From an optimization exercise on the open Yosys and OpenROAD flow, aimed at small area; shortcuts taken in it are not production practice.
Where RTL was checked, it was by simulation tests only, not by an equivalence proof against the original.
Power and IR drop assume default switching activity.

## RISC_V_pp
module RISC_V_pp (
    input clk,
    input rst_n,
    output [31:0] imem_addr,
    input  [31:0] imem_rdata,
    output [31:0] dmem_addr,
    output [31:0] dmem_wdata,
    output        dmem_we,
    input  [31:0] dmem_rdata
);
Size in the first run: about 2000 cells after synthesis, ~1100 flip-flops, ~30000 sq um of cells after synthesis.
Settings: LEC_CHECK=0, CAP_MARGIN=20, CORE_MARGIN=2, CORE_UTILIZATION=60, CTS_BUF_LIST=sky130_fd_sc_hd__clkbuf_8, CTS_CLUSTER_DIAMETER=60, CTS_CLUSTER_SIZE=16, SLEW_MARGIN=20; clock period 150.0 ns.
run.sh (not shown) runs the stock make flow with config.mk's settings and CLKGATE_MAP_FILE= SYNTH_SCRIPT=/design/flow/synth_recipe.tcl, a recipe that flattens the netlist after the stock synthesis.
The starting point finished with timing, DRC and antenna clean.
Edit:
==> flow/flow/run.sh (new file) <==
#!/bin/bash
# Standard layout, with the port buffers made from the smallest buffer cell.
cp standard.sh standard.sh.txt 2>/dev/null
export BUFFER_PORTS_ARGS="-buffer_cell sky130_fd_sc_hd__buf_1"
bash standard.sh > standard.log 2>&1
==> flow/standard.sh (new file) <==
#!/bin/bash
# synth_recipe.tcl (not shown) runs the flow's synth.tcl, then flattens the netlist and writes it again
# the make line also repeats each setting of config.mk as NAME=value (left out here)
make -C /OpenROAD-flow-scripts/flow DESIGN_CONFIG=/design/flow/config.mk WORK_HOME=/design/flow/orfs CLKGATE_MAP_FILE= SYNTH_SCRIPT=/design/flow/synth_recipe.tcl "${@:-finish}"
removed: flow/run.sh
- non-clock buffer count came out higher by 3
- die area stays the same
- global-route usage hardly moves
No functional check of the RTL was part of any run of this note.

## lane 1
Another version of the RTL of RISC_V_pp (not shown whole).
For scale: about 1100 flip-flops, roughly 160 I/O pins.
Settings: LEC_CHECK=0, CAP_MARGIN=5, CORE_MARGIN=2, CORE_UTILIZATION=70, CTS_BUF_LIST=sky130_fd_sc_hd__clkbuf_8, CTS_CLUSTER_DIAMETER=50, CTS_CLUSTER_SIZE=20, SLEW_MARGIN=5; clock period 150.0 ns.
standard.sh (not shown) runs the stock make flow with config.mk's settings and CLKGATE_MAP_FILE= SYNTH_SCRIPT=/design/flow/synth_recipe.tcl, a recipe that flattens the netlist after the stock synthesis.
==> flow/flow/run.sh <==
#!/bin/bash
# Standard layout (the standard.sh) with two changes: the port buffers
# use the smallest buffer cell, and CTS inserts no dummy loads.
export BUFFER_PORTS_ARGS="-buffer_cell sky130_fd_sc_hd__buf_1"
export CTS_ARGS="-sink_clustering_enable -repair_clock_nets -buf_list sky130_fd_sc_hd__clkbuf_8 -root_buf sky130_fd_sc_hd__clkbuf_4 -tree_buf sky130_fd_sc_hd__clkbuf_4 -sink_clustering_size 20 -sink_clustering_max_diameter 50 -dont_use_dummy_load"
bash standard.sh > standard.log 2>&1
Modified inputs, lane 2 compared to lane 1
==> flow/flow/run.sh <==
#!/bin/bash
# Standard layout (the standard.sh) with two changes: the port buffers
# use the smallest buffer cell, and CTS inserts no dummy loads.
export BUFFER_PORTS_ARGS="-buffer_cell sky130_fd_sc_hd__buf_1"
export CTS_ARGS="-sink_clustering_enable -repair_clock_nets -buf_list sky130_fd_sc_hd__clkbuf_8 -sink_clustering_size 20 -sink_clustering_max_diameter 50 -dont_use_dummy_load"
bash standard.sh > standard.log 2>&1
==> run summary <==
Summary — relative contribution of the clock network to total power, lane 2 relative to lane 1: higher, by 0.4 points. Between lane 2 and lane 1, number of antenna violations at the first check in global routing is higher for lane 1, lane 2 comes in under that. The higher minimum clock period after layout of lane 2 and lane 1 is in lane 1. On switching part of the total power, the lower figure sits with lane 2, not lane 1. Layout overhead on the synthesized area was lower in the run labelled lane 1.

Another version of the RTL of RISC_V_pp (not shown whole).
Size: about 1900 cells after synthesis, roughly 160 I/O pins.
clock: 150.0 ns
lec_check: 0
cap_margin: 5
core_margin: 2
core_utilization: 70
cts_buf_list: sky130_fd_sc_hd__clkbuf_16
cts_cluster_diameter: 45
cts_cluster_size: 36
slew_margin: 5
==> flow/flow/run.sh <==
#!/bin/bash
# Standard layout (the standard.sh) with two changes: the port buffers
# use the smallest buffer cell, and CTS inserts no dummy loads.
export BUFFER_PORTS_ARGS="-buffer_cell sky130_fd_sc_hd__buf_1"
export CTS_ARGS="-sink_clustering_enable -repair_clock_nets -buf_list sky130_fd_sc_hd__clkbuf_16 -sink_clustering_size 36 -sink_clustering_max_diameter 45 -dont_use_dummy_load"
bash standard.sh > standard.log 2>&1
The starting point finished clean.
Change:
==> flow/flow/run.sh (replaced) <==
#!/bin/bash
# Standard layout (the standard.sh) with two changes: the port buffers
# use the smallest buffer cell, and CTS inserts no dummy loads.
export BUFFER_PORTS_ARGS="-buffer_cell sky130_fd_sc_hd__buf_1"
export CTS_ARGS="-sink_clustering_enable -repair_clock_nets -buf_list sky130_fd_sc_hd__clkbuf_8 -sink_clustering_size 20 -sink_clustering_max_diameter 50 -dont_use_dummy_load"
bash standard.sh > standard.log 2>&1
Settings changed: CORE_UTILIZATION 70 to 65, CTS_BUF_LIST sky130_fd_sc_hd__clkbuf_16 to sky130_fd_sc_hd__clkbuf_8, CTS_CLUSTER_DIAMETER 45 to 50, CTS_CLUSTER_SIZE 36 to 20.
After rerunning: The changed run ran to the end with no violations. Core utilization shrinks by 7.4 points. Sequential cell count does not change. Hold slack got worse by 0.014 ns. Cell area shrinks by a few percent. Sequential share of layout area grows by 1.7 points. Fmax is about the same. Power shrinks by a little under a tenth. Synthesized cell count does not change. Global-route usage shrinks by 6.2 points. Routed wire length shrinks by roughly a tenth.
Change:
==> flow/flow/run.sh (replaced) <==
#!/bin/bash
# Standard layout (the standard.sh) with two changes: the port buffers
# use the smallest buffer cell, and CTS inserts no dummy loads.
export BUFFER_PORTS_ARGS="-buffer_cell sky130_fd_sc_hd__buf_1"
export CTS_ARGS="-sink_clustering_enable -repair_clock_nets -buf_list sky130_fd_sc_hd__clkbuf_8 -sink_clustering_size 16 -sink_clustering_max_diameter 60 -dont_use_dummy_load"
bash standard.sh > standard.log 2>&1
Settings changed: CAP_MARGIN 5 to 20, CORE_UTILIZATION 65 to 70, CTS_CLUSTER_DIAMETER 50 to 60, CTS_CLUSTER_SIZE 20 to 16, SLEW_MARGIN 5 to 20.
Result: The new run passed the timing, design-rule and antenna checks. Worst setup slack is better by 0.059 ns. Via count rises by a few percent. Critical path depth does not change. Worst hold slack is better by 0.033 ns. Power rises slightly. Final cell count falls slightly. Wire length rises by a few percent.
Change:
==> flow/flow/run.sh (replaced) <==
#!/bin/bash
# Standard layout (the standard.sh) with two changes: the port buffers
# use the smallest buffer cell, and CTS inserts no dummy loads.
export BUFFER_PORTS_ARGS="-buffer_cell sky130_fd_sc_hd__buf_1"
export CTS_ARGS="-sink_clustering_enable -repair_clock_nets -buf_list sky130_fd_sc_hd__clkbuf_8 -sink_clustering_size 20 -sink_clustering_max_diameter 50 -dont_use_dummy_load"
bash standard.sh > standard.log 2>&1
Settings changed: CAP_MARGIN 20 to 5, CTS_CLUSTER_DIAMETER 60 to 50, CTS_CLUSTER_SIZE 16 to 20, SLEW_MARGIN 20 to 5.
The new run ran to the end with no violations.
Routed wire length grows by about 1.3%.
Via count shrinks by about 0.8%.
Worst setup slack gets worse by 0.011 ns.
Global-route usage grows by 0.21 points.
Register-to-register slack gets better by 0.06 ns.
Worst hold slack gets worse by 0.025 ns.
Power shrinks by about 1%.
Change:
==> flow/flow/run.sh (replaced) <==
#!/bin/bash
# Standard layout (the standard.sh) with two changes: the port buffers
# use the smallest buffer cell, and CTS inserts no dummy loads.
export BUFFER_PORTS_ARGS="-buffer_cell sky130_fd_sc_hd__buf_1"
export CTS_ARGS="-sink_clustering_enable -repair_clock_nets -buf_list sky130_fd_sc_hd__clkbuf_8 -sink_clustering_size 22 -sink_clustering_max_diameter 50 -dont_use_dummy_load"
bash standard.sh > standard.log 2>&1
Settings changed: CTS_CLUSTER_SIZE 20 to 22.
The new run produced a clean layout.
Via count barely changes.
Worst hold slack stays flat.
Combinational power barely changes.
Sequential share of layout area rose by 0.12 points.
Wire length fell by 1.5%.
Worst setup slack gets worse by 0.044 ns.
Count of clock-buffer cells in the layout goes down by 4.
Die area stays the same.
Cell count barely changes.
Total power drops by 0.68%.

port drivers added, routing unchanged:
The results above use ideal ports. As a check the final layouts listed here were re-extracted and re-timed, cells and wires unchanged. Step 1, drivers: a clkbuf_16 drives clk and a buf_2 each remaining input, both assumed. Step 2 also shifts input and output timing later by t, the mid clock arrival at the registers, as if the neighbouring blocks saw the same clock. Three values: ideal, step 1, step 2; two values: the first two.
run	shift t [ns]	setup slack, ns	worst setup path after step 2	worst register clock-pin slew, ns
the first run of note 1	0.760	71.078 / 71.050 / 71.050	input to output	0.10 / 0.10
the second run of note 1	0.764	71.671 / 71.592 / 71.592	input to output	0.11 / 0.11
lane 1	0.881	88.896 / 88.842 / 88.842	input to output	0.13 / 0.13
lane 2	0.689	88.904 / 88.845 / 88.845	input to output	0.12 / 0.12
the first run of note 3	0.656	88.751 / 88.726 / 88.726	input to output	0.12 / 0.12
the second run of note 3	0.684	88.737 / 88.709 / 88.708	input to output	0.12 / 0.12
the third run of note 3	0.692	88.796 / 88.771 / 88.771	input to output	0.10 / 0.10
the fourth run of note 3	0.666	88.785 / 88.759 / 88.759	input to output	0.12 / 0.12
the fifth run of note 3	0.679	88.740 / 88.715 / 88.715	input to output	0.12 / 0.12
After both steps every run listed still meets setup and hold. The setup slack of the second run of note 1, which loses most, moves by -0.079 ns with the drivers and by -0.079 ns with both steps.
